Source: an optimization exercise on an open RTL-to-GDS flow (aim: small area and few clock cycles per item). Production flows keep margins and buffers that such runs may drop.
Function was checked by simulation only, so behaviour that the tests miss may differ from the original.
The flow treats the clock pin as an ideal source, which a real chip does not have.

==> v8: inputs <==
// SE
module SE #(
    parameter integer DATAWIDTH = 16,
    parameter integer ARRAYLENGTH = 32
)
(
    input clk,
    input reset,
    input [(DATAWIDTH * ARRAYLENGTH) - 1 : 0] array_in,
    input valid_in,
    output [(DATAWIDTH * ARRAYLENGTH) - 1 : 0] array_out,
    output valid_out
);
Settings: LEC_CHECK=0, CAP_MARGIN=30, CELL_PAD_IN_SITES_DETAIL_PLACEMENT=1, CELL_PAD_IN_SITES_GLOBAL_PLACEMENT=1, CORE_MARGIN=2, CORE_UTILIZATION=33, GPL_TIMING_DRIVEN=0, PLACE_DENSITY=0.5, SETUP_SLACK_MARGIN=0.45, SLEW_MARGIN=30, SYNTH_HIERARCHICAL=1, SYNTH_MINIMUM_KEEP_SIZE=0; clock period 5.5 ns.
standard.sh (not shown) runs the stock make flow with config.mk's settings and CLKGATE_MAP_FILE= SYNTH_SCRIPT=/design/flow/synth_recipe.tcl, a recipe that flattens the netlist after the stock synthesis.
==> flow/flow/run.sh <==
#!/bin/bash
# The standard layout with two changes:
#  - the input and output ports are buffered with buf_2 cells instead of the
#    delay cells buffer_ports picks on its own;
#  - after clock tree synthesis (flow/post_cts.tcl) and after global routing
#    (flow/post_grt.tcl), more setup-repair passes run than the standard
#    steps do.
# Each step's output is in this folder's orfs/logs/ and all of it in
# standard.log.
set -euo pipefail
export BUFFER_PORTS_ARGS="-buffer_cell sky130_fd_sc_hd__buf_2"
export POST_CTS_TCL="$(pwd)/flow/post_cts.tcl"
export POST_GLOBAL_ROUTE_TCL="$(pwd)/flow/post_grt.tcl"
bash standard.sh > standard.log 2>&1
==> flow/flow/post_cts.tcl <==
# Extra setup repair after CTS: the standard flow's flow gives up after a few passes.
estimate_parasitics -placement
for {set i 0} {$i < 3} {incr i} {
  repair_timing -setup -setup_margin 0.65 -repair_tns 100 -max_passes 100 -match_cell_footprint
  estimate_parasitics -placement
  report_worst_slack
}
detailed_placement
check_placement -verbose
estimate_parasitics -placement
report_worst_slack
==> flow/flow/post_grt.tcl <==
# Extra setup repair with global-route parasitics: the standard step stops
# after a few passes.  Mirrors the standard step's own sequence (repair,
# incremental global route around detailed placement), then rewrites the
# route guides for the detailed router.
estimate_parasitics -global_routing
report_worst_slack
for {set i 0} {$i < 3} {incr i} {
  repair_timing -setup -setup_margin 0.6 -repair_tns 100 -max_passes 100 -match_cell_footprint
  global_route -start_incremental
  detailed_placement
  global_route -end_incremental
  estimate_parasitics -global_routing
  report_worst_slack
}
check_placement -verbose
write_guides $::env(RESULTS_DIR)/route.guide
==> v36 (differences from v8) <==
--- a/flow/flow/post_cts.tcl
+++ b/flow/flow/post_cts.tcl
@@ -2,5 +2,5 @@
 estimate_parasitics -placement
 for {set i 0} {$i < 3} {incr i} {
-  repair_timing -setup -setup_margin 0.65 -repair_tns 100 -max_passes 100 -match_cell_footprint
+  repair_timing -setup -setup_margin 0.45 -repair_tns 100 -max_passes 100 -match_cell_footprint
   estimate_parasitics -placement
   report_worst_slack
--- a/flow/flow/post_grt.tcl
+++ b/flow/flow/post_grt.tcl
@@ -6,5 +6,5 @@
 report_worst_slack
 for {set i 0} {$i < 3} {incr i} {
-  repair_timing -setup -setup_margin 0.6 -repair_tns 100 -max_passes 100 -match_cell_footprint
+  repair_timing -setup -setup_margin 0.4 -repair_tns 100 -max_passes 100 -match_cell_footprint
   global_route -start_incremental
   detailed_placement
Settings changed: SETUP_SLACK_MARGIN 0.45 to 0.3.
==> summary of the runs <==
Of v36 and v8, v8 has the higher non-clock buffer count (gap 23). Against v36, the first-iteration DRC count of v8 is smaller by about 2.8%. Against v36, the maximum frequency of v8 is higher by 5.5%. In flip-flop and latch count, v8 and v36 do not differ. Register-to-register slack: v8 is better than v36 (0.28 ns). Against v36, the design area of v8 is higher by about 1.1%. Against v36, the sequential share of layout area of v8 is lower by 0.19 points. Wire length is about the same in v8 and v36. In count of clock-buffer cells in the layout, v36 and v8 do not differ.
Testbench counts of v8, summed over its fixed seeds: cycles 7,208, sorts 2,400.
Testbench counts of v36, summed over its fixed seeds: cycles 7,208, sorts 2,400.

## afterwards: timing with drivers on the ports
Ports are ideal in the flow. The routed layouts listed here were re-timed in OpenROAD.
Step 1 (the two cells are an assumption about what drives the block):
set clk [get_ports {clk}]
set_driving_cell -lib_cell sky130_fd_sc_hd__clkbuf_16 $clk
set_driving_cell -lib_cell sky130_fd_sc_hd__buf_2 [delete_from_list [all_inputs] $clk]
Step 2 moves the port delays by t, midway between the first and last clock arrival at a register: inputs arrive t later, outputs are due t later. That takes back most of the time a late clock gives input paths.
Three values: ideal, step 1, step 2; two values: the first two.
run	t (ns)	slack for setup (ns)	worst data-port slew with drivers (ns)	cell pins on the clock port's net
v8	1.190	0.457 / 0.457 / -0.481	0.38	1
v36	1.179	0.181 / 0.181 / -0.679	0.37	1
Met with ideal ports but missed after step 2: setup timing in v8 and v36. The setup slack of v8, which loses most, moves by 0.000 ns with the drivers and by -0.938 ns with both steps.
